From an optimization exercise on the open Yosys and OpenROAD flow, aimed at small area; shortcuts taken in it are not production practice. In this exercise RTL edits were held to simulation tests only and were not proved equivalent to the original. Power figures rest on the tool's default switching activity, not on a simulated workload.

==> flow/design.v (excerpt) <==
module conv2D_int16(
    input wire  M_AXIS_ACLK,
    input wire  M_AXIS_ARESETN,
    input wire  S_AXIS_ACLK,
    input wire  S_AXIS_ARESETN,
    output wire  M_AXIS_TVALID,
    output wire [15:0] M_AXIS_TDATA,
    output wire [1:0] M_AXIS_TKEEP,
    output wire  M_AXIS_TLAST,
    input wire  M_AXIS_TREADY,
    output wire  S_AXIS_TREADY,
    input wire [15:0] S_AXIS_TDATA,
    input wire [1:0] S_AXIS_TKEEP,
    input wire  S_AXIS_TLAST,
    input wire  S_AXIS_TVALID
    );
    localparam IDLE = 3'd0, FILTER = 3'd1, FILL = 3'd2, STREAM = 3'd3, DRAIN = 3'd4;
    reg [2:0] state;
    reg [1:0] row;       
    reg [1:0] col;       
    wire RX = M_AXIS_TREADY && S_AXIS_TVALID;
    wire s_idle   = state == IDLE;
    wire s_filter = state == FILTER;
    wire s_fill   = state == FILL;
    wire s_stream = state == STREAM;
    wire s_drain  = state == DRAIN;
    wire ph0 = row == 2'd0;
    wire ph1 = row == 2'd1;
    wire ph2 = row == 2'd2;
    wire take = (s_fill || s_stream) && RX;          
    wire pad  = s_drain && !ph2;                     
    wire adv  = take || pad;                         
    assign S_AXIS_TREADY = M_AXIS_TREADY;
    assign M_AXIS_TKEEP  = 2'b11;
    assign M_AXIS_TLAST  = s_drain;
    assign M_AXIS_TVALID = ph2 && (s_drain || (s_stream && S_AXIS_TVALID));
    reg [15:0] f [0:8];
    integer i;
    always @(posedge S_AXIS_ACLK) begin
        if ((s_idle || s_filter) && RX) begin
            f[0] <= S_AXIS_TDATA;
            for (i = 1; i < 9; i = i + 1) f[i] <= f[i-1];
        end
    end
    wire [15:0] cA = ({16{ph0}} & f[2]) | ({16{ph1}} & f[5]) | ({16{ph2}} & f[8]);  
    wire [15:0] cB = ({16{ph0}} & f[1]) | ({16{ph1}} & f[4]) | ({16{ph2}} & f[7]);  
    wire [15:0] cC = ({16{ph0}} & f[0]) | ({16{ph1}} & f[3]) | ({16{ph2}} & f[6]);  
    wire [15:0] x = S_AXIS_TDATA & {16{take}};
    wire [16:0] xe = {x, 1'b0};
    wire [7:0] one, two, neg;
    genvar k;
    generate for (k = 0; k < 8; k = k + 1) begin : enc
        assign one[k] = xe[2*k] ^ xe[2*k+1];
        assign two[k] = (xe[2*k+2] & ~xe[2*k+1] & ~xe[2*k]) | (~xe[2*k+2] & xe[2*k+1] & xe[2*k]);
        assign neg[k] = xe[2*k+2];
    end endgenerate
    reg [15:0] O, P0, P1, P2;
  ...
export LEC_CHECK = 0
export CAP_MARGIN = 20
export CORE_MARGIN = 2
export CORE_UTILIZATION = 65
export CTS_BUF_LIST = sky130_fd_sc_hd__clkbuf_8
export CTS_CLUSTER_DIAMETER = 60
export CTS_CLUSTER_SIZE = 14
export GPL_TIMING_DRIVEN = 1
export PLACE_DENSITY = 0.8
export SLEW_MARGIN = 20
export SYNTH_HIERARCHICAL = 1
export SYNTH_MINIMUM_KEEP_SIZE = 0
create_clock -name core_clock -period 16.0 [get_ports {S_AXIS_ACLK}]
standard.sh (not shown) runs the stock make flow with config.mk's settings and CLKGATE_MAP_FILE= SYNTH_SCRIPT=/design/flow/synth_recipe.tcl, a recipe that flattens the netlist after the stock synthesis.
==> flow/flow/run.sh <==
#!/bin/bash
set -euo pipefail
bash standard.sh \
  "BUFFER_PORTS_ARGS=-buffer_cell sky130_fd_sc_hd__buf_1" \
  "CTS_ARGS=-sink_clustering_enable -repair_clock_nets -sink_clustering_size 14 -sink_clustering_max_diameter 60 -buf_list sky130_fd_sc_hd__clkbuf_8 -dont_use_dummy_load" \
  finish > standard.log 2>&1
Rerun with:
--- a/flow/flow/run.sh
+++ b/flow/flow/run.sh
@@ -5,0 +6 @@
+  "RECOVER_POWER=100" \
Settings changed: CORE_UTILIZATION 65 to 45, PLACE_DENSITY 0.8 to 0.6.
The new run reached the layout checks and failed them: max-capacitance violations, max-slew violations.
Worst setup slack is worse by 1100 ps.
Clock skew came out higher by 46 ps.
Synthesized area stays the same.
Non-clock buffer count came out lower by 2.
Total power came out lower by about 2.2%.
Global-route usage came out lower by 8.3 points.
Wire length came out higher by about 7%.
Clock-buffer cell count came out higher by 1.
Core utilization came out lower by 21 points.
Cell area barely changes.

---

conv2D_int16, a different RTL version from the one above (not shown whole).
For scale: roughly 1300 cells after synthesis, roughly 0.017 sq mm of cells after synthesis.
## conv2D_int16
module conv2D_int16(
    input wire  M_AXIS_ACLK,
    input wire  M_AXIS_ARESETN,
    input wire  S_AXIS_ACLK,
    input wire  S_AXIS_ARESETN,
    output wire  M_AXIS_TVALID,
    output wire [15:0] M_AXIS_TDATA,
    output wire [1:0] M_AXIS_TKEEP,
    output wire  M_AXIS_TLAST,
    input wire  M_AXIS_TREADY,
    output wire  S_AXIS_TREADY,
    input wire [15:0] S_AXIS_TDATA,
    input wire [1:0] S_AXIS_TKEEP,
    input wire  S_AXIS_TLAST,
    input wire  S_AXIS_TVALID
    );
    localparam IDLE = 3'd0, FILTER = 3'd1, FILL = 3'd2, STREAM = 3'd3, DRAIN = 3'd4;
    reg [2:0] state;
    reg [1:0] row;       
    reg [1:0] col;       
    wire RX = M_AXIS_TREADY && S_AXIS_TVALID;
    wire s_idle   = state == IDLE;
    wire s_filter = state == FILTER;
    wire s_fill   = state == FILL;
    wire s_stream = state == STREAM;
    wire s_drain  = state == DRAIN;
    wire ph0 = row == 2'd0;
    wire ph1 = row == 2'd1;
    wire ph2 = row == 2'd2;
    wire take = (s_fill || s_stream) && RX;          
    wire pad  = s_drain && !ph2;                     
    wire adv  = take || pad;                         
    assign S_AXIS_TREADY = M_AXIS_TREADY;
    assign M_AXIS_TKEEP  = 2'b11;
    assign M_AXIS_TLAST  = s_drain;
    assign M_AXIS_TVALID = ph2 && (s_drain || (s_stream && S_AXIS_TVALID));
    reg [15:0] f [0:8];
    integer i;
    always @(posedge S_AXIS_ACLK) begin
        if ((s_idle || s_filter) && RX) begin
            f[0] <= S_AXIS_TDATA;
            for (i = 1; i < 9; i = i + 1) f[i] <= f[i-1];
        end
    end
    wire [15:0] cA = ({16{ph0}} & f[2]) | ({16{ph1}} & f[5]) | ({16{ph2}} & f[8]);  
  ...
Settings: LEC_CHECK=0, CAP_MARGIN=20, CORE_MARGIN=2, CORE_UTILIZATION=45, CTS_BUF_LIST=sky130_fd_sc_hd__clkbuf_8, CTS_CLUSTER_DIAMETER=60, CTS_CLUSTER_SIZE=14, PLACE_DENSITY=0.6, SLEW_MARGIN=20, SYNTH_HIERARCHICAL=1, SYNTH_MINIMUM_KEEP_SIZE=0; clock period 16.0 ns.
run.sh (not shown) runs the stock make flow with config.mk's settings and CLKGATE_MAP_FILE= SYNTH_SCRIPT=/design/flow/synth_recipe.tcl, a recipe that flattens the netlist after the stock synthesis.
Stock flow here: none of the scripts above is used.
Rerun with:
- CTS_BUF_LIST: sky130_fd_sc_hd__clkbuf_8 -> sky130_fd_sc_hd__clkbuf_16
- CTS_CLUSTER_DIAMETER: 60 -> 80
- CTS_CLUSTER_SIZE: 14 -> 24
After rerunning: Setup slack loses 72 ps. Die area stays the same. Design area increases by 0.55%. Critical path depth is unchanged. Register-to-register slack stays flat. Sequential cell count stays the same. Global-route usage hardly moves.
Rerun with:
- CTS_BUF_LIST: sky130_fd_sc_hd__clkbuf_16 -> sky130_fd_sc_hd__clkbuf_4
- CTS_CLUSTER_DIAMETER: 80 -> unset
- CTS_CLUSTER_SIZE: 24 -> 30
- GPL_TIMING_DRIVEN: unset -> 1
What happened: The changed run went through all stages and came out clean; synthesized cell count is unchanged; fmax climbs by 1.7%; total power climbs by 4.2%; global-route usage climbs by 0.69 points; non-clock buffer count is unchanged; routed wire length climbs by 2.0%; critical path depth stays the same; hold slack hardly moves; flip-flop and latch count does not change; sequential power barely changes; clock skew climbs by 29 ps.
Rerun with:
==> flow/flow/run.sh (new file) <==
#!/bin/bash
set -euo pipefail
bash standard.sh \
  "BUFFER_PORTS_ARGS=-buffer_cell sky130_fd_sc_hd__buf_1" \
  "CTS_ARGS=-sink_clustering_enable -repair_clock_nets -sink_clustering_size 14 -sink_clustering_max_diameter 60 -buf_list sky130_fd_sc_hd__clkbuf_8 -dont_use_dummy_load" \
  finish > standard.log 2>&1
==> flow/standard.sh (new file) <==
#!/bin/bash
# synth_recipe.tcl (not shown) runs the flow's synth.tcl, then flattens the netlist and writes it again
# the make line also repeats each setting of config.mk as NAME=value (left out here)
make -C /OpenROAD-flow-scripts/flow DESIGN_CONFIG=/design/flow/config.mk WORK_HOME=/design/flow/orfs CLKGATE_MAP_FILE= SYNTH_SCRIPT=/design/flow/synth_recipe.tcl "${@:-finish}"
- CTS_BUF_LIST: sky130_fd_sc_hd__clkbuf_4 -> sky130_fd_sc_hd__clkbuf_8
- CTS_CLUSTER_DIAMETER: unset -> 60
- CTS_CLUSTER_SIZE: 30 -> 14
removed: flow/run.sh
Outcome: Global-route usage decreases by 1.1 points; clock power fell by 41%; routed wire length came out lower by 3.3%; worst hold slack gets worse by 13 ps; via count drops by 4.9%; register-to-register slack gets worse by 240 ps; final area falls by 4.6%; core utilization decreases by 2.3 points; power goes down by 14%.
Rerun with:
==> flow/run.sh (new file) <==
#!/bin/bash
# synth_recipe.tcl (not shown) runs the flow's synth.tcl, then flattens the netlist and writes it again
# the make line also repeats each setting of config.mk as NAME=value (left out here)
make -C /OpenROAD-flow-scripts/flow DESIGN_CONFIG=/design/flow/config.mk WORK_HOME=/design/flow/orfs CLKGATE_MAP_FILE= SYNTH_SCRIPT=/design/flow/synth_recipe.tcl finish
- CTS_CLUSTER_DIAMETER: 60 -> unset
- CTS_CLUSTER_SIZE: 14 -> unset
removed: flow/flow/run.sh
removed: flow/standard.sh
Effect:
- The new run ran to the end with no violations
- setup slack gets worse by 86 ps
- die area stays the same
- hold slack stays flat

---

Another version of the RTL of conv2D_int16 (not shown whole).
Size: roughly 1,300 cells after synthesis, ~210 flip-flops, about 0.016 mm² of cells after synthesis.
// conv2D_int16
module conv2D_int16(
    input wire  M_AXIS_ACLK,
    input wire  M_AXIS_ARESETN,
    input wire  S_AXIS_ACLK,
    input wire  S_AXIS_ARESETN,
    output wire  M_AXIS_TVALID,
    output wire [15:0] M_AXIS_TDATA,
    output wire [1:0] M_AXIS_TKEEP,
    output wire  M_AXIS_TLAST,
    input wire  M_AXIS_TREADY,
    output wire  S_AXIS_TREADY,
    input wire [15:0] S_AXIS_TDATA,
    input wire [1:0] S_AXIS_TKEEP,
    input wire  S_AXIS_TLAST,
    input wire  S_AXIS_TVALID
    );
export LEC_CHECK = 0
export CAP_MARGIN = 20
export CORE_MARGIN = 2
export CORE_UTILIZATION = 45
export CTS_BUF_LIST = sky130_fd_sc_hd__clkbuf_8
export CTS_CLUSTER_DIAMETER = 60
export CTS_CLUSTER_SIZE = 14
export GPL_TIMING_DRIVEN = 1
export PLACE_DENSITY = 0.6
export SLEW_MARGIN = 20
export SYNTH_HIERARCHICAL = 1
export SYNTH_MINIMUM_KEEP_SIZE = 0
create_clock -name core_clock -period 16.0 [get_ports {S_AXIS_ACLK}]
standard.sh (not shown) runs the stock make flow with config.mk's settings and CLKGATE_MAP_FILE= SYNTH_SCRIPT=/design/flow/synth_recipe.tcl, a recipe that flattens the netlist after the stock synthesis.
==> flow/flow/run.sh <==
#!/bin/bash
set -euo pipefail
here=$(pwd)
bash standard.sh \
  "POST_FLOORPLAN_TCL=$here/flow/downsize.tcl" \
  "BUFFER_PORTS_ARGS=-buffer_cell sky130_fd_sc_hd__buf_1" \
  "CTS_ARGS=-sink_clustering_enable -repair_clock_nets -sink_clustering_size 8 -sink_clustering_max_diameter 40 -buf_list sky130_fd_sc_hd__clkbuf_4 -dont_use_dummy_load" \
  finish > standard.log 2>&1
Other scripts of this flow, unchanged in this note and not shown: flow/flow/downsize.tcl
Rerun with:
==> flow/flow/run.sh (replaced) <==
#!/bin/bash
set -euo pipefail
here=$(pwd)
bash standard.sh \
  "POST_FLOORPLAN_TCL=$here/flow/downsize.tcl" \
  "BUFFER_PORTS_ARGS=-buffer_cell sky130_fd_sc_hd__buf_1" \
  "CTS_ARGS=-sink_clustering_enable -repair_clock_nets -sink_clustering_size 12 -sink_clustering_max_diameter 100 -buf_list sky130_fd_sc_hd__clkbuf_8 -dont_use_dummy_load" \
  finish > standard.log 2>&1
Cell area is about the same.
Non-clock buffer count is unchanged.
Clock skew fell by 56 ps.
Sequential power barely changes.
Via count falls by about 1%.
Clock power came out lower by 6.2%.
Total power came out lower by about 1.1%.
Flip-flop and latch count is unchanged.
Worst setup slack got worse by 150 ps.

---

rev 12:
Another version of the RTL of conv2D_int16 (not shown whole).
Size: roughly 1300 cells after synthesis, roughly 210 flip-flops, ~46 I/O pins, about 16000 um^2 of cells after synthesis.
clock: 16.0 ns
lec_check: 0
cap_margin: 20
core_margin: 2
core_utilization: 45
cts_buf_list: sky130_fd_sc_hd__clkbuf_8
cts_cluster_diameter: 60
cts_cluster_size: 14
gpl_timing_driven: 1
place_density: 0.6
slew_margin: 20
synth_hierarchical: 1
synth_minimum_keep_size: 0
==> flow/flow/run.sh <==
#!/bin/bash
set -euo pipefail
here=$(pwd)
bash standard.sh \
  "POST_FLOORPLAN_TCL=$here/flow/downsize.tcl" \
  "BUFFER_PORTS_ARGS=-buffer_cell sky130_fd_sc_hd__buf_1" \
  "CTS_ARGS=-sink_clustering_enable -repair_clock_nets -sink_clustering_size 12 -sink_clustering_max_diameter 100 -buf_list sky130_fd_sc_hd__clkbuf_8 -dont_use_dummy_load" \
  finish > standard.log 2>&1
Other scripts of this flow, unchanged in this note and not shown: flow/flow/downsize.tcl
Rev 12 | stages: all done | timing, DRC, antenna: all pass
Input changes introduced in rev 13 (baseline for comparison: rev 12):
-- flow/flow/run.sh --
<<< rev 12, line 7
  "CTS_ARGS=-sink_clustering_enable -repair_clock_nets -sink_clustering_size 12 -sink_clustering_max_diameter 100 -buf_list sky130_fd_sc_hd__clkbuf_8 -dont_use_dummy_load" \
>>> rev 13, line 7
  "CTS_ARGS=-sink_clustering_enable -repair_clock_nets -sink_clustering_size 16 -sink_clustering_max_diameter 100 -buf_list sky130_fd_sc_hd__clkbuf_8 -dont_use_dummy_load" \
Findings:
[compare] base=rev 12 new=rev 13: worst slew margin relative to its limit saw an increase, count of clock-buffer cells in the layout saw a decrease, setup slack saw a decrease, switching part of the total saw little to no change. As of rev 13, power had fallen slightly compared to rev 12. Rev 13 was carried through to the last stage, and its layout satisfied the timing, design-rule and antenna checks. Max layout-stage area growth over the synthesis result across rev 12 and rev 13: rev 12.

---

Setup of red:
conv2D_int16 again, from the RTL that the note above started with.
Settings: LEC_CHECK=0, CAP_MARGIN=20, CORE_MARGIN=2, CORE_UTILIZATION=45, CTS_BUF_LIST=sky130_fd_sc_hd__clkbuf_8, CTS_CLUSTER_DIAMETER=60, CTS_CLUSTER_SIZE=14, GPL_TIMING_DRIVEN=1, PLACE_DENSITY=0.6, SLEW_MARGIN=20, SYNTH_HIERARCHICAL=1, SYNTH_MINIMUM_KEEP_SIZE=0; clock period 16.0 ns.
==> flow/flow/run.sh <==
#!/bin/bash
set -euo pipefail
here=$(pwd)
bash standard.sh \
  "POST_FLOORPLAN_TCL=$here/flow/downsize.tcl" \
  "BUFFER_PORTS_ARGS=-buffer_cell sky130_fd_sc_hd__buf_1" \
  "CTS_ARGS=-sink_clustering_enable -repair_clock_nets -sink_clustering_size 16 -sink_clustering_max_diameter 70 -buf_list sky130_fd_sc_hd__clkbuf_8 -dont_use_dummy_load" \
  finish > standard.log 2>&1
Other scripts of this flow, unchanged in this note and not shown: flow/flow/downsize.tcl
For blue, these inputs were changed with respect to red:
==> flow/flow/run.sh <==
#!/bin/bash
set -euo pipefail
here=$(pwd)
bash standard.sh \
  "POST_FLOORPLAN_TCL=$here/flow/downsize.tcl" \
  "BUFFER_PORTS_ARGS=-buffer_cell sky130_fd_sc_hd__buf_1" \
  "CTS_ARGS=-sink_clustering_enable -repair_clock_nets -sink_clustering_size 15 -sink_clustering_max_diameter 100 -buf_list sky130_fd_sc_hd__clkbuf_8 -dont_use_dummy_load" \
  finish > standard.log 2>&1
Findings:
Switching power: red vs blue — no meaningful difference
In the reports for red and blue, the smaller power after layout belongs to blue.
For met2 global-route usage, blue and red come out practically identical.
Worst hold slack across all endpoints for blue is lower than for red.
Share of post-route cells with drive strength above 1, red and blue: lower on blue
Between red and blue, the difference in total number of nets in the final design is negligible.
Met1 wire length: blue higher than red
Status: number of vias per cell parity (red, blue)
Diff red -> blue | count of clock-buffer cells in the layout | decrease of 4
blue -> red: count of cells resized by post-cts repair delta 0, exact match
Share of total power in sequential cells (higher): blue

[afterwards: timing with drivers on the ports]
Ports are ideal in the flow. The routed layouts listed here were re-timed in OpenROAD.
Step 1, drivers: a clkbuf_16 drives S_AXIS_ACLK and a buf_2 each remaining input, both assumed.
Step 2 also shifts input and output timing later by t, the mid clock arrival at the registers, as if the neighbouring blocks saw the same clock.
Slacks: ideal ports / drivers / drivers and shift; pairs: ideal ports / drivers.
run	t (ns)	setup slack, ns	hold slack, ns	worst setup path at the end	cell pins on the clock port's net
the first run of note 1	0.603	3.839 / 3.863 / 3.259	0.413 / 0.413 / 0.413	input to register	1
the second run of note 1	0.625	2.772 / 2.798 / 2.173	0.395 / 0.395 / 0.395	input to register	1
the first run of note 2	0.638	3.552 / 3.576 / 2.938	0.437 / 0.437 / 0.437	input to register	1
the second run of note 2	0.570	3.480 / 3.508 / 2.938	0.430 / 0.430 / 0.430	input to register	1
the third run of note 2	0.785	3.692 / 3.712 / 2.927	0.428 / 0.428 / 0.428	input to register	1
the fourth run of note 2	0.627	3.630 / 3.656 / 3.028	0.415 / 0.415 / 0.415	input to register	1
the fifth run of note 2	0.651	3.544 / 3.569 / 2.918	0.418 / 0.418 / 0.418	input to register	1
the first run of note 3	0.774	3.828 / 3.851 / 3.077	0.385 / 0.385 / 0.385	input to register	1
the second run of note 3	0.604	3.679 / 3.705 / 3.101	0.406 / 0.406 / 0.406	input to register	1
rev 12	0.611	4.444 / 4.470 / 3.859	0.425 / 0.425 / 0.425	input to register	1
rev 13	0.593	4.440 / 4.469 / 3.877	0.417 / 0.417 / 0.417	input to register	1
red	0.599	4.448 / 4.477 / 3.878	0.442 / 0.442 / 0.442	input to register	1
blue	0.592	4.463 / 4.492 / 3.900	0.424 / 0.424 / 0.424	input to register	1
The setup slack of the third run of note 2, which loses most, moves by +0.020 ns with the drivers and by -0.765 ns with both steps.
